Source: an optimization exercise on an open RTL-to-GDS flow (aim: small area and a short achievable clock period). Production flows keep margins and buffers that such runs may drop. The RTL was checked by simulation tests, not by an equivalence proof against the original design.

## flow/design.v (module list and top-level ports; edited modules follow where they fit)
// module mulc0: 372 lines
// module mulc1: 338 lines
// module mulc2: 254 lines
// module mulc3: 282 lines
// module pipe: 15 lines
// module fadd: 66 lines
// module sym4_dec_fir_fp32: 116 lines
// module vdelay: 18 lines
module sym4_dec_fir_fp32 #(
    parameter [31:0] DEC_H0 = 32'hbd9b2b0e,  
    parameter [31:0] DEC_H1 = 32'hbcf2c635,  
    parameter [31:0] DEC_H2 = 32'h3efec7e0,  
    parameter [31:0] DEC_H3 = 32'h3f4dc1d3,  
    parameter [31:0] DEC_H4 = 32'h3e9880d1,  
    parameter [31:0] DEC_H5 = 32'hbdcb339e,  
    parameter [31:0] DEC_H6 = 32'hbc4e80df,  
    parameter [31:0] DEC_H7 = 32'h3d03fc5f   
)(
    input         clk,
    input         rstn,
    input         din_valid,
    input  [31:0] din,
    output        dout_valid,
    output [31:0] dout
);
  // ...
==> flow/flow/run.sh <==
#!/bin/bash
set -euo pipefail
bash standard.sh SETUP_SLACK_MARGIN=6 finish > flow_make.log 2>&1
==> flow/standard.sh <==
#!/bin/bash
# synth_recipe.tcl (not shown) runs the flow's synth.tcl, then flattens the netlist and writes it again
# the make line also repeats each setting of config.mk as NAME=value (left out here)
make -C /OpenROAD-flow-scripts/flow DESIGN_CONFIG=/design/flow/config.mk WORK_HOME=/design/flow/orfs CLKGATE_MAP_FILE= SYNTH_SCRIPT=/design/flow/synth_recipe.tcl "${@:-finish}"
==> flow/config.mk <==
export PLATFORM = sky130hd
export DESIGN_NAME = sym4_dec_fir_fp32
export DESIGN_NICKNAME = sym4_dec_fir_fp32
export VERILOG_FILES = /design/flow/design.v
export SDC_FILE = /design/flow/constraint.sdc
export NUM_CORES = 4
export LEC_CHECK = 0
export CAP_MARGIN = 20
export CORE_MARGIN = 2
export CORE_UTILIZATION = 55
export CTS_CLUSTER_DIAMETER = 100
export CTS_CLUSTER_SIZE = 20
export PLACE_DENSITY = 0.7
export SLEW_MARGIN = 20
==> flow/constraint.sdc <==
create_clock -name core_clock -period 10.0 [get_ports {clk}]
set_input_delay 2.0000 -clock core_clock [delete_from_list [all_inputs] [get_ports {clk}]]
set_output_delay 2.0000 -clock core_clock [all_outputs]
set_load 0.01 [all_outputs]
==> qor.yml, run 1 <==
cts:
  postCtsResizedCells: 962
  clk_latency_ps: 800
sta:
  hold_violations: 0
  setup_ws_ps: 5310
  relSlewSlack_pct: 27.0
  rsz0062_at_grt: "true"
  min_period_ps: 4690
worst_setup_path:
  path_max_fanout: 6
  worstSetupPathType: "reg2reg"
  worst-path-buf-inv: 2
  required_ps: 10690
die:
  fp.dieW_um: 460
  num_rows: 167
  dieHeight_um: 460
  start_util_pct: 55.3
  design.core.area_um2: 207000
layout:
  nFlopsAndLatches: 1714
  layout.nonclk_buf_share_pct: 7.35
  signal_buffers: 929
  regArea_um2: 36800
  instances_no_fill: 16286
  nFillCells: 16820
  drive_gt1_share_pct: 20.0
  syn2layout_area_growth_pct: 18.7
global_routing:
  grtUsageMet3_pct: 6.83
  grt_pass1_wl_um: 601000
  grt_overflow: 0
  grt_util_met1_pct: 47.4
logic_synthesis:
  synth_edf_count: 128
  synth_area_leaders: "dfxtp_1 24%, ha_1 9.7%, fa_1 7.4%"
  synth_top_family_by_area: "adder cells"
  syn_inst: 12919
route:
  via_per_inst: 6.21
  drc_errors: 0
  via_count: 101102
status:
  outcome: "timing/DRC/antenna clean"
placed_design:
  dpl.cell_count: 15306
  dp_hpwl_um: 289000
==> run 2: changes to the inputs <==
==> flow/run.sh (new file) <==
#!/bin/bash
# synth_recipe.tcl (not shown) runs the flow's synth.tcl, then flattens the netlist and writes it again
# the make line also repeats each setting of config.mk as NAME=value (left out here)
make -C /OpenROAD-flow-scripts/flow DESIGN_CONFIG=/design/flow/config.mk WORK_HOME=/design/flow/orfs CLKGATE_MAP_FILE= SYNTH_SCRIPT=/design/flow/synth_recipe.tcl finish
--- a/flow/config.mk
+++ b/flow/config.mk
@@ -11,4 +11,5 @@
 export CTS_CLUSTER_DIAMETER = 100
 export CTS_CLUSTER_SIZE = 20
 export PLACE_DENSITY = 0.7
+export SETUP_SLACK_MARGIN = 5
 export SLEW_MARGIN = 20
removed: flow/flow/run.sh
removed: flow/standard.sh
==> qor.yml, run 2 <==
layout:
  multi_input_area_um2: 72300
  nFillCells: 18329  # +9.0%
  design_area_um2: 124000
  utilization_pct: 59.7
  instances_no_fill: 15641  # -4.0%
  regArea_um2: 36700  # -0.29%
  final_common_cell: "dfxtp_1"
  finalNetCount: 14120
  syn2layout_area_growth_pct: 7.99
  final_cell_mix: "1,349 x dfxtp_1, 1,167 x inv_1, 1,142 x nand2_1"
  drive_gt1_share_pct: 9.71  # -10 points
worst_setup_path:
  path_max_fanout: 132  # +126
  worst-path-buf-inv: 3  # +1
  critical_path.most_common_cell: "fa_1"
  cp_cell_sequence: "buf_16 > nand2_2 > nand2_1 > fa_1 > fa_1 > inv_1 > fa_1 > fa_1 > inv_1 > ha_1 > or3_1 > o21ai_0 > a21oi_1"
  worstSetupPathType: "reg2reg"
  crit_path_max_incr_delay_ps: 640
  crit_path_end_kind: "flop"
  slowest_stage: "dfxtp_4"
  start_kind: "flop"
  arrival_ps: 5620
  required_ps: 10670  # -20 ps
  cpLargestDelayFamily: "adder cells"
route:
  via_per_inst: 6.07  # -2.2%
  drt-pass1-iter-count: 7
  ant_nets: 0
  routed_wl_um: 370000
  avgRoutedWirePerCell_um: 23.7
  drt_iter0_drc: 9983
  via_count: 94962  # -6.1%
  drc_errors: 0  # unchanged
sta:
  finalCritPeriodShare_pct: 49.5
  min_period_ps: 4950  # +268 ps
  fin_skew_ps: 50.9
  rsz0062_at_grt: "true"
  clock.fmax_mhz: 202
  hold_violations: 0  # unchanged
  setup_ws_ps: 5050  # -268 ps
  finalMaxSlewViolations: 0
  worst_pin_slew_ps: 1030
  setup_viol: 0
  finalSetupTns_ps: 0
  relSlewSlack_pct: 30.8  # +3.8 points
  fin_hold_ws_ps: 327
global_routing:
  grt_pass1_wl_um: 559000  # -7.1%
  grt_overflow: 0  # unchanged
  grt_start_max_net_pins: 133
  grt_pass1_vias: 91218
  antenna_found_initial: 15
  grt_usage_pct: 34.0
cts:
  clock-sinks: 1714
  ctsHoldBuffers: 0
  clock-root-buffer: "clkbuf_16"
  clock_path_buffers: 3
  cts_tree: "done"
  htreeDepth: 3
  clkTransAtPathRegs_ps: 90
  clk_latency_ps: 800  # about the same
  numCtsBuffers: 104
placed_design:
  dp_hpwl_um: 285000  # -1.4%
  port_buffers: 67
  post-place-ws_ps: 2790
  dpl.cell_count: 15319  # +0.085%
  gp_congestion: 1.00
  placedInstanceArea_um2: 117000
die:
  pin_count: 68
  num_rows: 167  # unchanged
  dieHeight_um: 460  # unchanged
  start_util_pct: 55.3  # unchanged
  dieArea_um2: 212000
  fp.dieW_um: 460  # unchanged
  design.core.area_um2: 207000  # unchanged
logic_synthesis:
  syn_area_um2: 114000
  async_reset_ff_share_pct: 12.2
  syn_inst: 12919  # unchanged
  synth_edf_count: 128  # unchanged
  synth_area_leader_cell: "dfxtp_1"
  synth_ff_type: "dfxtp_1"
  avgSynthCellArea_um2: 8.86
  synth-seq-cells: 1714
  synth_most_common_cell: "dfxtp_1"
  synth_area_leaders: "dfxtp_1 24%, ha_1 9.7%, fa_1 7.4%"
  synth_top_area_share_pct: 24.1
  synth_common_cells: "1,377 x dfxtp_1, 1,186 x inv_1, 1,154 x nand2_1"
  yosys_warnings: 12
  synth_cell_types: 135
  ys_seq_area_share_pct: 32.0
  synth_nets: 14264
status:
  outcome: "timing/DRC/antenna clean"
worst_hold_path:
  min_path_type: "reg2reg"
run:
  drv_cap: 0
==> run 2: cell counts after synthesis <==
Identical to the previous run, type by type.
==> run 2: layout make-up <==
class | count | area share [%]
tap | 2788 | 2.82
antenna | 4 | 0.00810
multi-input combinational | 9433 | 58.5
sequential | 1714 | 29.7
clock buffer | 157 | 2.36
inverter | 1206 | 3.79
timing repair inverter | 3 | 0.0121
clock inverter | 23 | 0.263
timing repair buffer | 313 | 2.57
==> run 2: worst paths after layout <==
| kind | startpoint | to | slack (ps) | cells after the start |
|---|---|---|---|---|
| min reg2reg | u_lt1.g_reg.r[3]$_DFF_P_ | u_lt.g_reg.r[3]$_DFF_P_ | 330 | 0 |
| max | par0$_DFF_P_ | u_m0.u_p0.g_reg.r[2]$_DFF_P_ | 5050 | 13 |
| max reg2reg | par0$_DFF_P_ | u_m0.u_p0.g_reg.r[2]$_DFF_P_ | 5050 | 13 |
| min | u_lt1.g_reg.r[3]$_DFF_P_ | u_lt.g_reg.r[3]$_DFF_P_ | 330 | 0 |
| min in group asynchronous | rstn | p2h[0]$_DFFE_PN0P_ | 1250 | 1 |
| max in group asynchronous | rstn | u_vb.g_reg.r[1]$_DFF_PN0_ | 6570 | 3 |
==> run 2: cells by family (layout without fill, tap and decap cells) <==
family / Yosys count / count (layout) / synth area share (%)
simple gates: 3781 / 3788 / 15.4
compound gates: 2830 / 2833 / 15.7
buf+inv: 1782 / 1702 / 6.14
flops: 1714 / 1714 / 32.0
fa+ha+maj: 1312 / 1312 / 17.1
mux: 814 / 814 / 8.36
xor+xnor: 686 / 686 / 5.25
other cells: 0 / 4 / 0
==> run 2: metal layers <==
metal  GRT usage [%]  part of all wire [%]  up-vias
met3            4.99                   7.3      775
met2            53.7                    45     3836
met5               0                 0.024        -
met1            47.1                    43    45853
met4            12.9                   4.5       12
li1                -                     -    44486
==> run 2: what timing repair did <==
action,CTS,global route
buffers inserted,31,77
cloned,14,16
pin swaps,16,62
gates resized for setup,197,257
endpoints found under the hold margin,0,0
setup endpoints to repair,341,306
==> run 3: changes to the inputs <==
==> flow/flow/run.sh (new file) <==
#!/bin/bash
set -euo pipefail
bash standard.sh SETUP_SLACK_MARGIN=5.5 finish > flow_make.log 2>&1
==> flow/standard.sh (new file) <==
#!/bin/bash
# synth_recipe.tcl (not shown) runs the flow's synth.tcl, then flattens the netlist and writes it again
# the make line also repeats each setting of config.mk as NAME=value (left out here)
make -C /OpenROAD-flow-scripts/flow DESIGN_CONFIG=/design/flow/config.mk WORK_HOME=/design/flow/orfs CLKGATE_MAP_FILE= SYNTH_SCRIPT=/design/flow/synth_recipe.tcl "${@:-finish}"
--- a/flow/config.mk
+++ b/flow/config.mk
@@ -11,5 +11,4 @@
 export CTS_CLUSTER_DIAMETER = 100
 export CTS_CLUSTER_SIZE = 20
 export PLACE_DENSITY = 0.7
-export SETUP_SLACK_MARGIN = 5
 export SLEW_MARGIN = 20
removed: flow/run.sh
==> qor.yml, run 3 <==
status:
  outcome: "timing/DRC/antenna clean"
sta:
  fin_skew_ps: 61.6  # +10.7 ps
  min_period_ps: 4640  # -319 ps
  worst_pin_slew_ps: 1030  # +7.17 ps
  finalMaxSlewViolations: 0  # unchanged
  relSlewSlack_pct: 30.4  # -0.39 points
  finalCritPeriodShare_pct: 46.4  # -3.2 points
  hold_violations: 0  # unchanged
  setup_viol: 0  # unchanged
  clock.fmax_mhz: 216  # +6.9%
  rsz0062_at_grt: "true"
  setup_ws_ps: 5360  # +319 ps
  finalSetupTns_ps: 0  # unchanged
logic_synthesis:
  synth_area_leader_cell: "dfxtp_1"
  avgSynthCellArea_um2: 8.86  # unchanged
  yosys_warnings: 12  # unchanged
  synth_cell_types: 135  # unchanged
  synth_top_area_share_pct: 24.1  # unchanged
  ys_seq_area_share_pct: 32.0  # unchanged
  synth_nets: 14264  # unchanged
  async_reset_ff_share_pct: 12.2  # unchanged
  synth_edf_count: 128  # unchanged
  syn_area_um2: 114000  # unchanged
  syn_inst: 12919  # unchanged
  synth_most_common_cell: "dfxtp_1"
  synth_area_leaders: "dfxtp_1 24%, ha_1 9.7%, fa_1 7.4%"
  synth_ff_type: "dfxtp_1"
  synth_common_cells: "1,377 x dfxtp_1, 1,186 x inv_1, 1,154 x nand2_1"
  synth-seq-cells: 1714  # unchanged
layout:
  nFillCells: 17728  # -3.3%
  finalNetCount: 14386  # +1.9%
  design_area_um2: 129000  # +4.0%
  final_cell_mix: "1,325 x dfxtp_1, 1,164 x inv_1, 1,131 x nand2_1"
  final_common_cell: "dfxtp_1"
  syn2layout_area_growth_pct: 12.3
  drive_gt1_share_pct: 13.7  # +4.0 points
  multi_input_area_um2: 74200  # +2.6%
  regArea_um2: 36800  # +0.18%
worst_setup_path:
  worstRegToRegCells: 18  # +5
  path_max_fanout: 6  # -95%
  r2r-end: "u_a1.u_p2.g_reg.r[39]$_DFF_P_"
  crit_path_max_incr_delay_ps: 530  # -110 ps
  cp_cell_sequence: "buf_12 > buf_4 > mux4_1 > mux2_4 > a32o_1 > and2_1 > xor2_1 > ha_1 > a21o_1 > a211o_1 > a211oi_4 > o41ai_2 > a21oi_2 > o21ai_2 > o41a_1 > a211o_1 > a21o_1 > xor2_1"
  worstReg2RegStart: "u_a1.u_p1.g_reg.r[13]$_DFF_P_"
  rrSetupSlack_ps: 5360  # +320 ps
  worstSetupPathType: "reg2reg"
  slowest_stage: "mux4_1"
  crit_path_end_kind: "flop"
  start_kind: "flop"
  cpLargestDelayFamily: "compound AO/OA/AOI/OAI gates"
  worst-path-buf-inv: 2  # -1
  required_ps: 10670  # about the same
  arrival_ps: 5300  # -320 ps
placed_design:
  dp_hpwl_um: 284000  # -0.29%
  placedInstanceArea_um2: 118000  # +0.28%
  port_buffers: 67  # unchanged
  gp_congestion: 0.999  # -0.29%
  post-place-ws_ps: 3550  # +764 ps
global_routing:
  grt_use_met2_pct: 54.7  # +0.96 points
  grtUsageMet3_pct: 4.96  # -0.030 points
  grt_start_max_net_pins: 104  # -22%
  grt_pass1_vias: 93558  # +2.6%
  grt.busiest_layer: "met2"
  grt_pass1_wl_um: 570000  # +2.0%
  grt_overflow: 0  # unchanged
  grt_usage_pct: 34.6  # +0.60 points
  grt_util_met1_pct: 47.9  # +0.87 points
  antenna_found_initial: 13  # -2
route:
  drt_iter0_drc: 9777  # -2.1%
  via_per_inst: 6.16  # +1.5%
  drt-pass1-iter-count: 13  # +6
  ant_nets: 0  # unchanged
  routed_wl_um: 382000  # +3.1%
  via_count: 97998  # +3.2%
  drc_errors: 0  # unchanged
  avgRoutedWirePerCell_um: 24.0  # +1.5%
die:
  pin_count: 68  # unchanged
  dieArea_um2: 212000  # unchanged
  start_util_pct: 55.3  # unchanged
  design.core.area_um2: 207000  # unchanged
  num_rows: 167  # unchanged
  dieHeight_um: 460  # unchanged
  fp.dieW_um: 460  # unchanged
cts:
  clock_path_buffers: 3  # unchanged
  numCtsBuffers: 101  # -2.9%
  clk_latency_ps: 810  # about the same
  clock-sinks: 1714  # unchanged
  clkTransAtPathRegs_ps: 90  # about the same
  cts_tree: "done"
  clock-root-buffer: "clkbuf_16"
  htreeDepth: 3  # unchanged
  ctsHoldBuffers: 0  # unchanged
worst_hold_path:
  hold_path_end: "u_md.g_reg.r[4]$_DFF_P_"
  hold_depth: 0  # unchanged
  worst_hold_startpoint: "x0[26]$_DFF_P_"
  min_path_type: "reg2reg"
run:
  drv_cap: 0  # unchanged
==> run 3: cell count changes in the layout (fill, tap and decap cells not counted), moves of 21 or more <==
cell	delta
buf_4	+191
a21oi_1	-36
o21ai_0	-32
ha_1	-31
nor2_1	-30
buf_12	+28
a21oi_2	+25
dfxtp_1	-24
nor2_2	+21
==> run 3: worst max path at each step <==
| stage | startpoint | to | slack [ps] | depth (start not counted) |
|---|---|---|---|---|
| 2_1_floorplan | u_a1.u_p1.g_reg.r[13]$_DFF_P_ | u_a1.u_p2.g_reg.r[39]$_DFF_P_ | 5370 | 25 |
| 3_5_place_dp | u_b0.u_p2.g_reg.r[33]$_DFF_P_ | u_b0.u_p3.g_reg.r[22]$_SDFF_PP1_ | 3550 | 22 |
| 6_report | u_a1.u_p1.g_reg.r[13]$_DFF_P_ | u_a1.u_p2.g_reg.r[39]$_DFF_P_ | 5360 | 18 |
| 5_1_grt | u_a1.u_p1.g_reg.r[15]$_DFF_P_ | u_a1.u_p2.g_reg.r[39]$_DFF_P_ | 5160 | 22 |
| 4_1_cts | u_a1.u_p1.g_reg.r[15]$_DFF_P_ | u_a1.u_p2.g_reg.r[39]$_DFF_P_ | 5380 | 22 |
| 3_3_place_gp | u_a0.u_p2.g_reg.r[39]$_DFF_P_ | u_a0.u_p3.g_reg.r[0]$_SDFF_PP0_ | 3670 | 22 |
==> run 3: cell type report <==
class                           count  area share, %
Antenna cell                        5        0.00973
Clock buffer                      151           2.16
Clock inverter                     19          0.222
Inverter                         1206           3.71
Multi-Input combinational cell   9440           57.7
Sequential cell                  1714           28.6
Tap cell                         2788           2.71
Timing Repair Buffer              572           4.86
Timing Repair inverter              6         0.0311
==> run 3: cell families (layout without fill, tap and decap cells) <==
family	after synthesis	count (layout)	synth area share, %
mux	814	814	8.36
compound gates	2830	2833	15.7
xor+xnor	686	686	5.25
fa+ha+maj	1312	1312	17.1
buf+inv	1782	1954	6.14
simple gates	3781	3795	15.4
flops	1714	1714	32.0
other cells	0	5	0
==> run 3: per-layer routing <==
metal	vias to the layer above	share of wire, %
li1	45035	-
met1	47585	43
met2	4412	45
met3	948	7.8
met4	18	4.7
met5	-	0.032
==> run 3: repair_timing <==
item,in CTS,in global routing
setup endpoints to repair,566,349
pin swaps,112,219
resized for setup,464,449
buffers inserted,166,184
gates cloned,38,35
==> run 3: metrics by stage <==
step / utilization (%) / instances / hold slack [ps]
finish: 62.1 / 15901 / 324
global route: 62.1 / 15897 / 336
CTS: 60.2 / 15677 / 327
detailed placement: 56.8 / 15303 / 312
global placement: 56.8 / 15303 / 312
floorplan: - / 12919 / 310
==> run 4: changes to the inputs <==
==> flow/flow/run.sh (replaced) <==
#!/bin/bash
set -euo pipefail
bash standard.sh SETUP_SLACK_MARGIN=5.75 finish > flow_make.log 2>&1
==> qor.yml, run 4 <==
status:
  outcome: "timing/DRC/antenna clean"
logic_synthesis:
  syn_area_um2: 114000  # unchanged
  synth_top_area_share_pct: 24.1  # unchanged
  avgSynthCellArea_um2: 8.86  # unchanged
  synth_most_common_cell: "dfxtp_1"
  synth_area_leader_cell: "dfxtp_1"
  yosys_warnings: 12  # unchanged
  synth-seq-cells: 1714  # unchanged
  async_reset_ff_share_pct: 12.2  # unchanged
  synth_cell_types: 135  # unchanged
  synth_ff_type: "dfxtp_1"
  ys_seq_area_share_pct: 32.0  # unchanged
  synth_area_leaders: "dfxtp_1 24%, ha_1 9.7%, fa_1 7.4%"
  synth_nets: 14264  # unchanged
  syn_inst: 12919  # unchanged
  synth_edf_count: 128  # unchanged
  synth_common_cells: "1,377 x dfxtp_1, 1,186 x inv_1, 1,154 x nand2_1"
route:
  via_count: 99628  # +1.7%
  via_per_inst: 6.17  # +0.17%
  avgRoutedWirePerCell_um: 24.2  # +0.90%
  ant_nets: 0  # unchanged
  drc_errors: 0  # unchanged
  drt_iter0_drc: 10106  # +3.4%
  drt-pass1-iter-count: 9  # -4
  routed_wl_um: 391000  # +2.4%
layout:
  finalNetCount: 14620  # +1.6%
  multi_input_area_um2: 76100  # +2.6%
  final_cell_mix: "1,312 x dfxtp_1, 1,153 x inv_1, 1,100 x nand2_1"
  utilization_pct: 64.2  # +2.1 points
  instances_no_fill: 16138  # +1.5%
  drive_gt1_share_pct: 17.5  # +3.8 points
  final_common_cell: "dfxtp_1"
  nFillCells: 17180  # -3.1%
  regArea_um2: 36800  # about the same
  syn2layout_area_growth_pct: 16.1
worst_setup_path:
  worstSetupPathType: "reg2reg"
  arrival_ps: 5360  # +60 ps
  crit_path_end_kind: "flop"
  required_ps: 10690  # +20 ps
  path_max_fanout: 6  # unchanged
  start_kind: "flop"
cts:
  ctsHoldBuffers: 0  # unchanged
  clock-root-buffer: "clkbuf_16"
  cts_tree: "done"
  numCtsBuffers: 101  # unchanged
  clk_latency_ps: 780  # -30 ps
  htreeDepth: 3  # unchanged
  clkTransAtPathRegs_ps: 80  # about the same
  clock_path_buffers: 3  # unchanged
  clock-sinks: 1714  # unchanged
global_routing:
  grt_pass1_vias: 95931  # +2.5%
  grt_usage_pct: 35.4  # +0.77 points
  grt_start_max_net_pins: 104  # unchanged
  grt_overflow: 0  # unchanged
  antenna_found_initial: 18  # +5
  grt_pass1_wl_um: 583000  # +2.3%
placed_design:
  gp_congestion: 1.01  # +1.5%
  port_buffers: 67  # unchanged
  dp_hpwl_um: 283000  # -0.51%
  dpl.cell_count: 15299  # -0.026%
die:
  pin_count: 68  # unchanged
  dieArea_um2: 212000  # unchanged
  design.core.area_um2: 207000  # unchanged
  num_rows: 167  # unchanged
  start_util_pct: 55.3  # unchanged
  fp.dieW_um: 460  # unchanged
  dieHeight_um: 460  # unchanged
sta:
  fin_hold_ws_ps: 324  # -0.0150 ps
  min_period_ps: 4670  # +36.2 ps
  finalMaxSlewViolations: 0  # unchanged
  worst_pin_slew_ps: 1080  # +48.0 ps
  hold_violations: 0  # unchanged
  setup_viol: 0  # unchanged
  finalCritPeriodShare_pct: 46.7  # +0.36 points
  finalSetupTns_ps: 0  # unchanged
  relSlewSlack_pct: 27.8  # -2.6 points
  rsz0062_at_grt: "true"
  clock.fmax_mhz: 214  # -0.77%
  fin_skew_ps: 43.4  # -18.2 ps
worst_hold_path:
  min_path_type: "reg2reg"
run:
  drv_cap: 0  # unchanged
==> run 4: cell types whose count changed in the layout (fill, tap and decap cells not counted), moves of 36 or more <==
cell and delta:
buf_4 +151, buf_6 +48, o21ai_0 -47, a211oi_1 -38
a211oi_2 +36
==> run 4: timing repair <==
action,in CTS,in global routing
resized for setup,678,635
gates cloned,66,32
pin swaps,257,406
setup buffers,300,262
endpoints found under the setup margin,689,380
==> run 4: path summary, 6_finish.rpt <==
check / start / end / slack [ps] / cells after the start
max in group asynchronous: rstn / u_vb.g_reg.r[1]$_DFF_PN0_ / 6600 / 3
worst min register to register: xzero0$_DFF_P_ / u_lt1.g_reg.r[1]$_DFF_P_ / 320 / 0
worst max register to register: u_a1.u_p1.g_reg.r[13]$_DFF_P_ / u_a1.u_p2.g_reg.r[38]$_DFF_P_ / 5330 / 21
worst min-delay path: xzero0$_DFF_P_ / u_lt1.g_reg.r[1]$_DFF_P_ / 320 / 0
min in group asynchronous: rstn / p2h[27]$_DFFE_PN0P_ / 1220 / 1
worst max-delay path: u_a1.u_p1.g_reg.r[13]$_DFF_P_ / u_a1.u_p2.g_reg.r[38]$_DFF_P_ / 5330 / 21
==> run 4: worst max-delay path: stages (launching register included) <==
cell	delay, ps
dfxtp_4	440
buf_12	160
mux2_4	310
mux4_2	480
a21oi_2	170
a211oi_2	60
a21oi_1	150
nor2_1	70
xor2_1	160
ha_2	360
o21ai_1	70
or2b_4	200
buf_4	110
nand3_2	100
o21bai_4	190
a211oi_2	110
or4_4	520
a311oi_2	250
o21a_1	190
o21a_1	170
o41ai_2	90
xnor2_1	200
==> run 4: final cells by class <==
cell class,count,share of cell area (%)
Multi-Input combinational cell,9449,57.3
Inverter,1206,3.63
Timing Repair inverter,8,0.0433
Tap cell,2788,2.62
Sequential cell,1714,27.7
Antenna cell,3,0.00565
Clock inverter,20,0.154
Timing Repair Buffer,795,6.47
Clock buffer,155,2.12
==> run 4: metal layers <==
metal  global-route usage [%]  share of wire, %
met1                     47.4                41
met3                     5.71               8.4
met5                        0             0.037
met4                     16.1               5.8
met2                     56.1                45
==> run 4: metrics by stage <==
| step | worst slack (ps) | instance area, um2 |
|---|---|---|
| floorplan | 5370 | 116000 |
| global placement | 3440 | 118000 |
| detailed placement | 3360 | 118000 |
| CTS | 5390 | 128000 |
| global route | 5110 | 133000 |
| finish | 5330 | 133000 |
==> run 4: logic make-up after synthesis <==
| family | Yosys count | share of synthesized area [%] |
|---|---|---|
| and+or+nand+nor | 3781 | 15.4 |
| AOI/OAI and AO/OA | 2830 | 15.7 |
| buffers and inverters | 1782 | 6.14 |
| DFF | 1714 | 32.0 |
| adders and majority gates | 1312 | 17.1 |
| muxes | 814 | 8.36 |
| xor gates and xnor gates | 686 | 5.25 |
==> run 5: changes to the inputs <==
==> flow/flow/run.sh (replaced) <==
#!/bin/bash
set -euo pipefail
bash standard.sh SETUP_SLACK_MARGIN=5.25 finish > flow_make.log 2>&1
==> qor.yml, run 5 <==
status:
  outcome: "timing/DRC/antenna clean"
placed_design:
  gp_congestion: 1.00  # -1.1%
  port_buffers: 67  # unchanged
  dp_hpwl_um: 284000  # +0.38%
  post-place-ws_ps: 2920  # -447 ps
  dpl.cell_count: 15303  # +0.026%
cts:
  numCtsBuffers: 103  # +2.0%
  cts_tree: "done"
  ctsHoldBuffers: 0  # unchanged
  clock_path_buffers: 3  # unchanged
  clock-root-buffer: "clkbuf_16"
  htreeDepth: 3  # unchanged
  clk_latency_ps: 800  # +20 ps
  clock-sinks: 1714  # unchanged
  clkTransAtPathRegs_ps: 90  # about the same
layout:
  multi_input_area_um2: 73100  # -4.0%
  final_common_cell: "dfxtp_1"
  drive_gt1_share_pct: 11.6  # -6.0 points
  regArea_um2: 36700  # -0.21%
  final_cell_mix: "1,343 x dfxtp_1, 1,163 x inv_1, 1,140 x nand2_1"
  syn2layout_area_growth_pct: 9.91
  finalNetCount: 14256  # -2.5%
  nFillCells: 18000  # +4.8%
  instances_no_fill: 15777  # -2.2%
logic_synthesis:
  synth-seq-cells: 1714  # unchanged
  avgSynthCellArea_um2: 8.86  # unchanged
  synth_edf_count: 128  # unchanged
  syn_inst: 12919  # unchanged
  syn_area_um2: 114000  # unchanged
  synth_area_leaders: "dfxtp_1 24%, ha_1 9.7%, fa_1 7.4%"
  synth_cell_types: 135  # unchanged
  synth_area_leader_cell: "dfxtp_1"
  synth_ff_type: "dfxtp_1"
  synth_nets: 14264  # unchanged
  synth_top_area_share_pct: 24.1  # unchanged
  synth_most_common_cell: "dfxtp_1"
  synth_common_cells: "1,377 x dfxtp_1, 1,186 x inv_1, 1,154 x nand2_1"
  ys_seq_area_share_pct: 32.0  # unchanged
  yosys_warnings: 12  # unchanged
  async_reset_ff_share_pct: 12.2  # unchanged
sta:
  rsz0062_at_grt: "true"
  worst_pin_slew_ps: 1060  # -18.2 ps
  finalSetupTns_ps: 0  # unchanged
  finalCritPeriodShare_pct: 47.5  # +0.76 points
  setup_viol: 0  # unchanged
  hold_violations: 0  # unchanged
  finalMaxSlewViolations: 0  # unchanged
  fin_skew_ps: 55.8  # +12.4 ps
  clock.fmax_mhz: 211  # -1.6%
  setup_ws_ps: 5250  # -76.3 ps
  relSlewSlack_pct: 29.0  # +1.2 points
  min_period_ps: 4750  # +76.3 ps
global_routing:
  grt_overflow: 0  # unchanged
  grt_start_max_net_pins: 169  # +63%
  antenna_found_initial: 18  # unchanged
  grt_pass1_vias: 92578  # -3.5%
  grt_usage_pct: 34.2  # -1.1 points
  grt_pass1_wl_um: 563000  # -3.4%
worst_setup_path:
  required_ps: 10630  # -60 ps
  worstReg2RegStart: "u_a1.u_p1.g_reg.r[13]$_DFF_P_"
  crit_path_max_incr_delay_ps: 470  # -50 ps
  arrival_ps: 5380  # +20 ps
  cpLargestDelayFamily: "compound AO/OA/AOI/OAI gates"
  start_kind: "flop"
  slowest_stage: "mux4_2"
  crit_path_end_kind: "flop"
  worst-path-buf-inv: 1  # -1
  critical_path.startpoint: "u_a1.u_p1.g_reg.r[13]$_DFF_P_"
  worstSetupPathType: "reg2reg"
  rrSetupSlack_ps: 5250  # -80 ps
  r2r-end: "u_a1.u_p2.g_reg.r[39]$_DFF_P_"
  path_max_fanout: 6  # unchanged
  worstRegToRegCells: 21  # unchanged
  cp_cell_sequence: "buf_12 > mux2_4 > mux4_2 > a21oi_2 > a211oi_2 > a21oi_1 > nor2_1 > xor2_1 > ha_1 > o21ai_2 > or2b_4 > nand4_1 > nor2_2 > a211oi_4 > o41ai_4 > a21oi_2 > o21ai_2 > o41a_1 > a211o_1 > a21o_1 > xor2_2"
run:
  drv_cap: 0  # unchanged
route:
  routed_wl_um: 375000  # -4.2%
  drt_iter0_drc: 9603  # -5.0%
  ant_nets: 0  # unchanged
  drc_errors: 0  # unchanged
  via_per_inst: 6.11  # -1.1%
  avgRoutedWirePerCell_um: 23.8  # -2.0%
  via_count: 96357  # -3.3%
  drt-pass1-iter-count: 7  # -2
worst_hold_path:
  worst_hold_startpoint: "u_c0.u_p1.g_reg.r[10]$_DFF_P_"
  hold_depth: 0  # unchanged
  hold_path_end: "u_c0.u_p2.g_reg.r[11]$_DFF_P_"
  min_path_type: "reg2reg"
die:
  dieArea_um2: 212000  # unchanged
  dieHeight_um: 460  # unchanged
  design.core.area_um2: 207000  # unchanged
  num_rows: 167  # unchanged
  pin_count: 68  # unchanged
  start_util_pct: 55.3  # unchanged
  fp.dieW_um: 460  # unchanged
run 5: how the worst max path moves through the flow:
| stage | to | slack, ps | cells after the start |
|---|---|---|---|
| floorplan | u_m1.u_p0.g_reg.r[2]$_DFF_P_ | 5150 | 22 |
| global placement | u_a0.u_p3.g_reg.r[0]$_SDFF_PP0_ | 3100 | 24 |
| detailed placement | p2h[0]$_DFFE_PN0P_ | 2920 | 18 |
| CTS | u_a1.u_p3.g_reg.r[6]$_SDFF_PP0_ | 5250 | 20 |
| global route | u_a3.u_p2.g_reg.r[39]$_DFF_P_ | 5060 | 21 |
| finish | u_a1.u_p2.g_reg.r[39]$_DFF_P_ | 5250 | 21 |
run 5: timing repair:
action | CTS | global route
pin swaps | 60 | 144
gates resized for setup | 301 | 339
cloned | 27 | 25
buffers inserted | 77 | 162
endpoints found under the setup margin | 441 | 351
run 5: layer usage:
| layer | track usage (%) | wire, um |
|---|---|---|
| met3 | 4.98 | 27200 |
| met1 | 46.8 | 160000 |
| met5 | 0 | 61 |
| met2 | 54.3 | 168000 |
| met4 | 14.0 | 18900 |
run 5: final cells by class:
class / instances / share of cell area, %
diodes: 3 / 0.00597
clock buffers: 156 / 2.29
clock inverters: 24 / 0.215
inverters: 1206 / 3.74
multi-input cells: 9437 / 58.1
flip-flops and latches: 1714 / 29.2
well taps: 2788 / 2.77
repair buffers: 445 / 3.66
repair inverters: 4 / 0.0189
run 5: logic make-up after synthesis:
group | synth area share (%)
adder cells (fa/ha/maj) | 17.1
AND/OR/NAND/NOR | 15.4
buffers and inverters | 6.14
AO/OA/AOI/OAI | 15.7
XOR/XNOR | 5.25
flip-flops | 32.0
multiplexers | 8.36
run 5: per-stage QoR:
step	instance area [um2]	hold WS, ps	util, %
floorplan	115000	310	-
global placement	117000	310	56.6
detailed placement	117000	312	56.6
CTS	123000	325	59.3
global route	126000	334	60.8
finish	126000	320	60.8
==> run 6: changes to the inputs <==
==> flow/flow/run.sh (replaced) <==
#!/bin/bash
set -euo pipefail
bash standard.sh SETUP_SLACK_MARGIN=5.5 finish > flow_make.log 2>&1
--- a/flow/config.mk
+++ b/flow/config.mk
@@ -7,8 +7,8 @@
 export LEC_CHECK = 0
 export CAP_MARGIN = 20
 export CORE_MARGIN = 2
-export CORE_UTILIZATION = 55
+export CORE_UTILIZATION = 60
 export CTS_CLUSTER_DIAMETER = 100
 export CTS_CLUSTER_SIZE = 20
-export PLACE_DENSITY = 0.7
+export PLACE_DENSITY = 0.75
 export SLEW_MARGIN = 20
==> qor.yml, run 6 <==
status:
  outcome: "timing/DRC/antenna clean"
logic_synthesis:
  synth_most_common_cell: "dfxtp_1"
  synth_ff_type: "dfxtp_1"
  yosys_warnings: 12  # unchanged
  async_reset_ff_share_pct: 12.2  # unchanged
  syn_inst: 12919  # unchanged
  synth_cell_types: 135  # unchanged
  synth_common_cells: "1,377 x dfxtp_1, 1,186 x inv_1, 1,154 x nand2_1"
  ys_seq_area_share_pct: 32.0  # unchanged
  synth_area_leaders: "dfxtp_1 24%, ha_1 9.7%, fa_1 7.4%"
  syn_area_um2: 114000  # unchanged
  synth_area_leader_cell: "dfxtp_1"
  synth-seq-cells: 1714  # unchanged
  synth_edf_count: 128  # unchanged
  synth_nets: 14264  # unchanged
  synth_top_area_share_pct: 24.1  # unchanged
  avgSynthCellArea_um2: 8.86  # unchanged
cts:
  clk_latency_ps: 790  # about the same
  clock_path_buffers: 3  # unchanged
  clkTransAtPathRegs_ps: 90  # about the same
  htreeDepth: 3  # unchanged
  clock-root-buffer: "clkbuf_16"
  clock-sinks: 1714  # unchanged
  numCtsBuffers: 102  # -0.97%
  cts_tree: "done"
worst_setup_path:
  slowest_stage: "dfxtp_4"
  start_kind: "flop"
  crit_path_end_kind: "flop"
  required_ps: 10650  # +20 ps
  crit_path_max_incr_delay_ps: 440  # -30 ps
  path_max_fanout: 6  # unchanged
  worst-path-buf-inv: 1  # unchanged
  cpLargestDelayFamily: "compound AO/OA/AOI/OAI gates"
  worstSetupPathType: "reg2reg"
  arrival_ps: 5330  # -50 ps
  cp_cell_sequence: "buf_12 > mux2_4 > nor2_1 > a21oi_1 > mux2_4 > a21oi_2 > o32a_1 > a21oi_1 > xor2_1 > ha_1 > o21ai_1 > or2b_4 > nand4_1 > nor2_2 > a211oi_4 > o41ai_2 > a21oi_2 > o21ai_2 > o41a_1 > a211o_1 > a21o_1 > xor2_1"
sta:
  fin_skew_ps: 40.6  # -15.2 ps
  hold_violations: 0  # unchanged
  setup_ws_ps: 5320  # +67.1 ps
  finalSetupTns_ps: 0  # unchanged
  min_period_ps: 4680  # -67.1 ps
  setup_viol: 0  # unchanged
  rsz0062_at_grt: "true"
  worst_pin_slew_ps: 1370  # +304 ps
  clock.fmax_mhz: 214  # +1.4%
  relSlewSlack_pct: 7.57  # -21 points
  finalMaxSlewViolations: 0  # unchanged
  finalCritPeriodShare_pct: 46.8  # -0.67 points
layout:
  final_cell_mix: "1,326 x dfxtp_1, 1,161 x inv_1, 1,132 x nand2_1"
  syn2layout_area_growth_pct: 12.4
  drive_gt1_share_pct: 14.2  # +2.6 points
  final_common_cell: "dfxtp_1"
  finalNetCount: 14441  # +1.3%
route:
  ant_nets: 0  # unchanged
  drt-pass1-iter-count: 6  # -1
  via_count: 99088  # +2.8%
  routed_wl_um: 377000  # +0.68%
  drt_iter0_drc: 10489  # +9.2%
  drc_errors: 0  # unchanged
  via_per_inst: 6.32  # +3.5%
  avgRoutedWirePerCell_um: 24.1  # +1.3%
die:
  fp.dieW_um: 441  # -4.2%
  pin_count: 68  # unchanged
  dieArea_um2: 194000  # -8.3%
  dieHeight_um: 441  # -4.2%
  num_rows: 160  # -4.2%
  start_util_pct: 60.3  # +5.0 points
  design.core.area_um2: 190000  # -8.3%
global_routing:
  antenna_found_initial: 18  # unchanged
  grt_overflow: 0  # unchanged
  grt_usage_pct: 37.0  # +2.7 points
  grt_pass1_vias: 94542  # +2.1%
  grt_pass1_wl_um: 561000  # -0.51%
  grt_start_max_net_pins: 104  # -38%
worst_hold_path:
  min_path_type: "reg2reg"
placed_design:
  post-place-ws_ps: 3020  # +107 ps
  port_buffers: 67  # unchanged
  gp_congestion: 1.04  # +3.3%
  dp_hpwl_um: 278000  # -2.2%
run:
  drv_cap: 0  # unchanged
## run 6: cell counts after synthesis
No cell type changed its count.
## run 6: timing repair
action	CTS	global route
gates resized for setup	446	496
setup buffers	168	239
gates cloned	42	33
hold buffers	0	0
endpoints found under the setup margin	547	355
pin swaps	125	272
## run 6: final timing paths
kind | startpoint | endpoint | slack, ps | depth (start not counted)
setup reg to reg | u_a1.u_p1.g_reg.r[13]$_DFF_P_ | u_a1.u_p2.g_reg.r[39]$_DFF_P_ | 5320 | 22
min in group asynchronous | rstn | p3h[17]$_DFFE_PN0P_ | 1220 | 1
hold / removal | x0[25]$_DFF_P_ | u_md.g_reg.r[3]$_DFF_P_ | 320 | 0
max in group asynchronous | rstn | u_vb.g_reg.r[1]$_DFF_PN0_ | 7550 | 2
hold reg to reg | x0[25]$_DFF_P_ | u_md.g_reg.r[3]$_DFF_P_ | 320 | 0
setup / recovery | u_a1.u_p1.g_reg.r[13]$_DFF_P_ | u_a1.u_p2.g_reg.r[39]$_DFF_P_ | 5320 | 22
## run 6: logic make-up (layout without fill, tap and decap cells)
family	after synthesis	after routing	synth area share (%)
XOR/XNOR	686	686	5.25
adder cells (fa/ha/maj)	1312	1312	17.1
multiplexers	814	814	8.36
buffers and inverters	1782	2009	6.14
AO/OA/AOI/OAI	2830	2836	15.7
other	0	2	0
flip-flops	1714	1714	32.0
AND/OR/NAND/NOR	3781	3796	15.4
## run 6: area by class of cell
cell class | instances | area [um2]
inverters | 1206 | 4800
well taps | 2511 | 3140
repair buffers | 621 | 6430
fillers | 15089 | 61100
flip-flops and latches | 1714 | 36800
clock buffers | 153 | 2810
diodes | 2 | 5.00
clock inverters | 22 | 320
multi-input cells | 9444 | 74300
repair inverters | 7 | 58.8
## run 6: through the flow
stage	hold slack [ps]	util, %	instance area [um2]	cells
3_5_place_dp	312	61.7	117000	15021
3_3_place_gp	312	61.7	117000	15021
2_1_floorplan	310	-	115000	12919
4_1_cts	322	65.4	124000	15406
5_1_grt	329	67.8	129000	15678
6_report	324	67.8	129000	15680
## run 6: routing by layer
layer	wire [um]	part of all wire [%]	vias to the layer above	global-route usage, %
met5	198	0.052	-	0
met3	33300	8.8	1250	6.30
li1	-	-	45100	-
met2	167000	44	5161	58.1
met4	22800	6.1	28	17.5
met1	154000	41	47549	49.6
==> module fadd, before the edit <==
module fadd #(parameter R1 = 1, parameter R2 = 1, parameter R3 = 1) (
    input         clk,
    input  [31:0] a,
    input  [31:0] b,
    output [31:0] y
);
    wire        swap = a[30:0] < b[30:0];
    wire [7:0]  dab  = a[30:23] - b[30:23];
    wire [7:0]  dba  = b[30:23] - a[30:23];
    wire [31:0] big  = swap ? b : a;
    wire [31:0] sml  = swap ? a : b;
    wire [7:0]  sh   = swap ? dba : dab;
    wire [7:0]  eb   = big[30:23];
    wire [23:0] mb   = {(eb != 8'h0), big[22:0]};
    wire [23:0] ms   = {(sml[30:23] != 8'h0), sml[22:0]};
    wire        sub  = a[31] ^ b[31];
    wire nan_a = (&a[30:23]) & (|a[22:0]);
    wire nan_b = (&b[30:23]) & (|b[22:0]);
    wire inf_a = (&a[30:23]) & ~(|a[22:0]);
    wire inf_b = (&b[30:23]) & ~(|b[22:0]);
    wire zz    = ~(|a[30:0]) & ~(|b[30:0]);
    wire nanr  = nan_a | nan_b | (inf_a & inf_b & (a[31] ^ b[31]));
    wire infr  = inf_a | inf_b;
    wire sgn   = zz ? (a[31] | b[31]) : big[31];
    wire [23:0] mb1, ms1; wire [7:0] sh1; wire sub1, sgn1, nan1, inf1, zz1; wire [7:0] eb1;
    pipe #(.W(24+24+8+5+8), .EN(R1)) u_p1(clk, {mb, ms, sh, sub, sgn, nanr, infr, zz, eb},
                                          {mb1, ms1, sh1, sub1, sgn1, nan1, inf1, zz1, eb1});
    wire [25:0] t    = {ms1, 2'b00} >> sh1;
    reg st;
    integer j;
    always @* begin
        st = 1'b0;
        for (j = 0; j < 24; j = j + 1)
            if (ms1[j] && sh1 >= j + 3 && sh1 <= j + 24) st = 1'b1;
    end
    wire [25:0] tt1  = sub1 ? ~t : t;
    wire        ci1  = sub1 & ~st;
    wire [27:0] rs = {1'b0, mb1, 2'b00, ci1} + {1'b0, {1'b0, tt1} | {sub1, 26'h0}, ci1};
    wire [26:0] r  = rs[27:1];
    wire [8:0]  ep = {1'b0, eb1} + 9'd1;
    wire [26:0] r2; wire sgn2, nan2, inf2, zz2; wire [8:0] ep2;
    pipe #(.W(27+4+9), .EN(R2)) u_p2(clk, {r, sgn1, nan1, inf1, zz1, ep}, {r2, sgn2, nan2, inf2, zz2, ep2});
    wire        z4 = ~(|r2[26:11]);
    wire [26:0] n4 = z4 ? {r2[10:0], 16'h0} : r2;
    wire        z3 = ~(|n4[26:19]);
    wire [26:0] n3 = z3 ? {n4[18:0], 8'h0} : n4;
    wire        z2 = ~(|n3[26:23]);
    wire [26:0] n2 = z2 ? {n3[22:0], 4'h0} : n3;
    wire        z1 = ~(|n2[26:25]);
    wire [26:0] n1 = z1 ? {n2[24:0], 2'h0} : n2;
    wire        z0 = ~n1[26];
    wire [26:0] rn = z0 ? {n1[25:0], 1'h0} : n1;
    wire [4:0]  lz = {z4, z3, z2, z1, z0};
    wire        zr = (r2[26:2] == 25'h0);               
    wire [7:0]  e8   = ep2[7:0] - {3'h0, lz};
    wire        ez   = (ep2 == {4'h0, lz});
    wire        eo   = ({4'h0, lz} > ep2) | ((ep2 == 9'd255) & (lz == 5'd0));
    wire [31:0] res  = nan2 ? 32'h7fc00000 :
                       inf2 ? {sgn2, 8'hff, 23'h0} :
                       zz2 ? {sgn2, 31'h0} :
                       zr ? 32'h0 :
                       ez ? 32'h0 :
                       eo ? {sgn2, 8'hff, 23'h0} :
                       {sgn2, e8, rn[25:3]};
    pipe #(.W(32), .EN(R3)) u_p3(clk, res, y);
endmodule
==> run 7: changes to the inputs <==
--- a/flow/design.v
+++ b/flow/design.v
@@ -1283,35 +1283,56 @@
     wire nanr  = nan_a | nan_b | (inf_a & inf_b & (a[31] ^ b[31]));
     wire infr  = inf_a | inf_b;
     wire sgn   = zz ? (a[31] | b[31]) : big[31];
-    wire [23:0] mb1, ms1; wire [7:0] sh1; wire sub1, sgn1, nan1, inf1, zz1; wire [7:0] eb1;
-    pipe #(.W(24+24+8+5+8), .EN(R1)) u_p1(clk, {mb, ms, sh, sub, sgn, nanr, infr, zz, eb},
-                                          {mb1, ms1, sh1, sub1, sgn1, nan1, inf1, zz1, eb1});
-    wire [25:0] t    = {ms1, 2'b00} >> sh1;
     reg st;
     integer j;
     always @* begin
         st = 1'b0;
         for (j = 0; j < 24; j = j + 1)
-            if (ms1[j] && sh1 >= j + 3 && sh1 <= j + 24) st = 1'b1;
+            if (ms[j] && sh >= j + 3 && sh <= j + 24) st = 1'b1;
     end
+    wire [25:0] t8   = {ms, 2'b00} >> {sh[7:3], 3'b000};
+    wire [23:0] mb1; wire [25:0] t81; wire [2:0] sh1; wire st1, sub1, sgn1, nan1, inf1, zz1; wire [7:0] eb1;
+    pipe #(.W(24+26+3+6+8), .EN(R1)) u_p1(clk, {mb, t8, sh[2:0], st, sub, sgn, nanr, infr, zz, eb},
+                                          {mb1, t81, sh1, st1, sub1, sgn1, nan1, inf1, zz1, eb1});
+    wire [25:0] t    = t81 >> sh1;
     wire [25:0] tt1  = sub1 ? ~t : t;
-    wire        ci1  = sub1 & ~st;
+    wire        ci1  = sub1 & ~st1;
     wire [27:0] rs = {1'b0, mb1, 2'b00, ci1} + {1'b0, {1'b0, tt1} | {sub1, 26'h0}, ci1};
     wire [26:0] r  = rs[27:1];
     wire [8:0]  ep = {1'b0, eb1} + 9'd1;
     wire [26:0] r2; wire sgn2, nan2, inf2, zz2; wire [8:0] ep2;
     pipe #(.W(27+4+9), .EN(R2)) u_p2(clk, {r, sgn1, nan1, inf1, zz1, ep}, {r2, sgn2, nan2, inf2, zz2, ep2});
-    wire        z4 = ~(|r2[26:11]);
+    wire [31:0] v   = {r2, 5'h0};
+    wire [15:0] g2;
+    wire [7:0]  g4;
+    wire [3:0]  g8;
+    wire [1:0]  g16;
+    genvar gi;
+    generate
+        for (gi = 0; gi < 16; gi = gi + 1) begin : g_or2
+            assign g2[gi] = v[2*gi+1] | v[2*gi];
+        end
+        for (gi = 0; gi < 8; gi = gi + 1) begin : g_or4
+            assign g4[gi] = g2[2*gi+1] | g2[2*gi];
+        end
+        for (gi = 0; gi < 4; gi = gi + 1) begin : g_or8
+            assign g8[gi] = g4[2*gi+1] | g4[2*gi];
+        end
+        for (gi = 0; gi < 2; gi = gi + 1) begin : g_or16
+            assign g16[gi] = g8[2*gi+1] | g8[2*gi];
+        end
+    endgenerate
+    wire        z4 = ~g16[1];
+    wire        z3 = ~g8[{~z4, 1'b1}];
+    wire        z2 = ~g4[{~z4, ~z3, 1'b1}];
+    wire        z1 = ~g2[{~z4, ~z3, ~z2, 1'b1}];
+    wire        z0 = ~v[{~z4, ~z3, ~z2, ~z1, 1'b1}];
+    wire [4:0]  lz = {z4, z3, z2, z1, z0};
     wire [26:0] n4 = z4 ? {r2[10:0], 16'h0} : r2;
-    wire        z3 = ~(|n4[26:19]);
     wire [26:0] n3 = z3 ? {n4[18:0], 8'h0} : n4;
-    wire        z2 = ~(|n3[26:23]);
     wire [26:0] n2 = z2 ? {n3[22:0], 4'h0} : n3;
-    wire        z1 = ~(|n2[26:25]);
     wire [26:0] n1 = z1 ? {n2[24:0], 2'h0} : n2;
-    wire        z0 = ~n1[26];
     wire [26:0] rn = z0 ? {n1[25:0], 1'h0} : n1;
-    wire [4:0]  lz = {z4, z3, z2, z1, z0};
     wire        zr = (r2[26:2] == 25'h0);               
     wire [7:0]  e8   = ep2[7:0] - {3'h0, lz};
     wire        ez   = (ep2 == {4'h0, lz});
--- a/flow/config.mk
+++ b/flow/config.mk
@@ -7,8 +7,8 @@
 export LEC_CHECK = 0
 export CAP_MARGIN = 20
 export CORE_MARGIN = 2
-export CORE_UTILIZATION = 60
+export CORE_UTILIZATION = 55
 export CTS_CLUSTER_DIAMETER = 100
 export CTS_CLUSTER_SIZE = 20
-export PLACE_DENSITY = 0.75
+export PLACE_DENSITY = 0.7
 export SLEW_MARGIN = 20
==> qor.yml, run 7 <==
cts:
  cts_tree: "done"
  clk_latency_ps: 810  # +20 ps
  clkTransAtPathRegs_ps: 80  # about the same
  clock_path_buffers: 3  # unchanged
  htreeDepth: 3  # unchanged
  numCtsBuffers: 100  # -2.0%
  clock-sinks: 1702  # -0.70%
  ctsHoldBuffers: 0  # unchanged
  clock-root-buffer: "clkbuf_16"
sta:
  clock.fmax_mhz: 208  # -2.7%
  worst_pin_slew_ps: 1130  # -243 ps
  finalMaxSlewViolations: 0  # unchanged
  hold_violations: 0  # unchanged
  finalCritPeriodShare_pct: 48.1  # +1.3 points
  finalSetupTns_ps: 0  # unchanged
  min_period_ps: 4810  # +130 ps
  fin_skew_ps: 30.4  # -10.2 ps
  fin_hold_ws_ps: 327  # +2.76 ps
  relSlewSlack_pct: 24.3  # +17 points
  setup_viol: 0  # unchanged
  setup_ws_ps: 5190  # -130 ps
  rsz0062_at_grt: "true"
worst_hold_path:
  hold_path_end: "u_a1.u_p2.g_reg.r[11]$_DFF_P_"
  worst_hold_startpoint: "u_a1.u_p1.g_reg.r[10]$_DFF_P_"
  min_path_type: "reg2reg"
  hold_depth: 0  # unchanged
logic_synthesis:
  syn_inst: 13000  # +0.63%
  ys_seq_area_share_pct: 31.8  # -0.18 points
  synth-seq-cells: 1702  # -0.70%
  syn_area_um2: 114000  # -0.11%
  synth_area_leader_cell: "dfxtp_1"
  synth_edf_count: 128  # unchanged
  yosys_warnings: 12  # unchanged
  async_reset_ff_share_pct: 12.3  # +0.086 points
  synth_cell_types: 112  # -17%
  synth_ff_type: "dfxtp_1"
  synth_common_cells: "1,365 x dfxtp_1, 1,233 x nor2_1, 1,225 x nand2_1"
  avgSynthCellArea_um2: 8.80  # -0.73%
  synth_most_common_cell: "dfxtp_1"
  synth_area_leaders: "dfxtp_1 24%, ha_1 9.7%, fa_1 7.4%"
  synth_nets: 14346  # +0.57%
  synth_top_area_share_pct: 23.9  # -0.18 points
route:
  via_count: 100081  # +1.0%
  drt_iter0_drc: 10458  # -0.30%
  drt-pass1-iter-count: 7  # +1
  ant_nets: 0  # unchanged
  drc_errors: 0  # unchanged
  routed_wl_um: 398000  # +5.5%
  via_per_inst: 6.24  # -1.3%
  avgRoutedWirePerCell_um: 24.8  # +3.0%
worst_setup_path:
  slowest_stage: "or4_4"
  cpLargestDelayFamily: "compound AO/OA/AOI/OAI gates"
  crit_path_end_kind: "flop"
  cp_cell_sequence: "or4_4 > a21boi_2 > nand2b_4 > o21a_4 > clkinv_8 > nand2_2 > o311ai_1 > a222oi_1 > bufbuf_16 > mux2i_4 > mux2_4 > o21ai_2 > a221o_1 > buf_12 > ha_4 > nor2b_1 > o21a_1 > o21ai_2 > nand2b_1 > a21oi_2 > nor3b_1 > a31o_2 > or3_4 > a2111oi_4"
  worstRegToRegCells: 24  # +9.1%
  path_max_fanout: 6  # unchanged
  start_kind: "flop"
  worstReg2RegStart: "u_b0.u_p2.g_reg.r[26]$_DFF_P_"
  crit_path_max_incr_delay_ps: 540  # +100 ps
  worst-path-buf-inv: 3  # +2
  critical_path.most_common_cell: "o21ai_2"
  required_ps: 10690  # +40 ps
  arrival_ps: 5500  # +170 ps
  rrSetupSlack_ps: 5190  # -130 ps
  r2r-end: "u_b0.u_p3.g_reg.r[0]$_SDFF_PP0_"
  worstSetupPathType: "reg2reg"
layout:
  syn2layout_area_growth_pct: 15.0
  finalNetCount: 14617  # +1.2%
  final_common_cell: "dfxtp_1"
  final_cell_mix: "1,278 x dfxtp_1, 1,171 x nand2_1, 1,139 x nor2_1"
  drive_gt1_share_pct: 14.9  # +0.75 points
status:
  outcome: "timing/DRC/antenna clean"
die:
  num_rows: 167  # +4.4%
  dieHeight_um: 460  # +4.4%
  fp.dieW_um: 460  # +4.4%
  design.core.area_um2: 207000  # +9.0%
  start_util_pct: 55.3  # -5.0 points
  dieArea_um2: 212000  # +8.9%
  pin_count: 68  # unchanged
global_routing:
  grt_start_max_net_pins: 97  # -6.7%
  grt_usage_pct: 36.0  # -0.99 points
  grt_pass1_wl_um: 589000  # +5.0%
  antenna_found_initial: 12  # -6
  grt_overflow: 0  # unchanged
  grt_pass1_vias: 96532  # +2.1%
placed_design:
  gp_congestion: 1.03  # -0.75%
  port_buffers: 67  # unchanged
  post-place-ws_ps: 3020  # -5.39 ps
  dp_hpwl_um: 296000  # +6.6%
run:
  drv_cap: 0  # unchanged
[run 7: changes by cell type in the layout (fill, tap and decap cells not counted), moves of 28 or more]
cell / change
mux2i_1: +86
nand3_1: -50
a211oi_1: +28
a21oi_1: +30
nand4_1: -33
mux2_2: -126
o21a_1: +48
o22ai_1: -31
o21ai_0: +37
nand2_1: +39
nor2_1: +54
dfxtp_1: -48
a21o_1: -113
[run 7: worst max-delay path by stage]
stage / slack, ps / cells after the start / start / end
finish: 5190 / 24 / u_b0.u_p2.g_reg.r[26]$_DFF_P_ / u_b0.u_p3.g_reg.r[0]$_SDFF_PP0_
floorplan: 5400 / 21 / u_a0.u_p2.g_reg.r[36]$_DFF_P_ / u_a0.u_p3.g_reg.r[0]$_SDFF_PP0_
global placement: 3060 / 24 / u_a2.u_p2.g_reg.r[37]$_DFF_P_ / p2h[14]$_DFFE_PN0P_
CTS: 5290 / 24 / u_b0.u_p2.g_reg.r[27]$_DFF_P_ / u_b0.u_p3.g_reg.r[0]$_SDFF_PP0_
global route: 4980 / 22 / u_b0.u_p2.g_reg.r[26]$_DFF_P_ / u_b0.u_p3.g_reg.r[0]$_SDFF_PP0_
detailed placement: 3020 / 22 / u_a2.u_p2.g_reg.r[37]$_DFF_P_ / p2h[19]$_DFFE_PN0P_
[run 7: through the flow]
| stage | util, % | instance area [um2] | cells |
|---|---|---|---|
| after global routing | 63.6 | 131000 | 16042 |
| after floorplan | - | 115000 | 13000 |
| final | 63.6 | 131000 | 16047 |
| after global placement | 57.1 | 118000 | 15374 |
| after CTS | 61.5 | 127000 | 15831 |
| after detailed placement | 57.1 | 118000 | 15374 |
[run 7: cell type report]
cell class / instances / area [um2]
timing repair inverter: 8 / 70.1
antenna: 11 / 27.5
clock inverter: 19 / 270
clock buffer: 144 / 2720
inverter: 1175 / 4620
sequential: 1702 / 36600
multi-input combinational: 9647 / 76800
tap: 2704 / 3380
fill: 17281 / 75400
timing repair buffer: 637 / 6960
[run 7: layer usage]
| metal | part of all wire, % | global-route usage [%] | vias up |
|---|---|---|---|
| met5 | 0.0098 | 0 | - |
| met4 | 6.4 | 18.9 | 6 |
| met3 | 7.5 | 5.19 | 1118 |
| met2 | 45 | 57.7 | 4509 |
| met1 | 41 | 47.1 | 48622 |
| li1 | - | - | 45826 |
[run 7: logic make-up (layout without fill, tap and decap cells)]
| kind of cell | Yosys count | after routing | synth area share (%) |
|---|---|---|---|
| AOI/OAI and AO/OA | 2869 | 2873 | 15.8 |
| xor gates and xnor gates | 661 | 661 | 5.06 |
| adders and majority gates | 1311 | 1311 | 17.1 |
| buffers and inverters | 1686 | 1983 | 5.59 |
| DFF | 1702 | 1702 | 31.8 |
| muxes | 843 | 843 | 8.68 |
| other | 0 | 11 | 0 |
| and+or+nand+nor | 3928 | 3959 | 15.9 |
[run 7: worst reg2reg max path: stages, from the launching register on]
cell and delay (ps):
dfxtp_2 350, or4_4 540, a21boi_2 160, nand2b_4 150
o21a_4 160, clkinv_8 50, nand2_2 50, o311ai_1 80
a222oi_1 400, bufbuf_16 350, mux2i_4 70, mux2_4 290
o21ai_2 130, a221o_1 220, buf_12 130, ha_4 110
nor2b_1 30, o21a_1 170, o21ai_2 120, nand2b_1 80
a21oi_2 110, nor3b_1 50, a31o_2 260, or3_4 440
a2111oi_4 190
[run 7: repair_timing]
item / in CTS / in global routing
endpoints found under the hold margin: 0 / 0
gates cloned: 61 / 32
pin swaps: 180 / 220
setup endpoints to repair: 555 / 379
buffers inserted: 233 / 173
resized for setup: 765 / 559

what the ideal ports hide:
The results above use ideal ports. As a check the final layouts listed here were re-extracted and re-timed, cells and wires unchanged. Step 1, drivers: a clkbuf_16 drives clk and a buf_2 each remaining input, both assumed. Step 2 also shifts input and output timing later by t, the mid clock arrival at the registers, as if the neighbouring blocks saw the same clock. Slacks: ideal ports / drivers / drivers and shift; pairs: ideal ports / drivers.
| run | t, ns | setup WS [ns] | worst hold slack (ns) | worst setup path at the end | pins driven straight from the clock port |
|---|---|---|---|---|---|
| run 1 | 0.875 | 5.314 / 5.314 / 5.025 | 0.325 / 0.325 / 0.325 | input to register | 1 |
| run 2 | 0.868 | 5.046 / 5.046 / 4.330 | 0.327 / 0.327 / 0.327 | input to register | 1 |
| run 3 | 0.873 | 5.365 / 5.365 / 4.792 | 0.324 / 0.324 / 0.324 | input to register | 1 |
| run 4 | 0.855 | 5.329 / 5.329 / 5.084 | 0.324 / 0.324 / 0.324 | input to register | 1 |
| run 5 | 0.867 | 5.252 / 5.252 / 4.580 | 0.320 / 0.320 / 0.320 | input to register | 1 |
| run 6 | 0.857 | 5.319 / 5.319 / 4.777 | 0.324 / 0.324 / 0.324 | input to register | 1 |
| run 7 | 0.883 | 5.190 / 5.190 / 4.879 | 0.327 / 0.327 / 0.327 | input to register | 1 |
After both steps setup and hold are still met in every run listed. For run 2, which loses most, drivers alone change the setup slack by 0.000 ns; drivers and shift together by -0.716 ns.
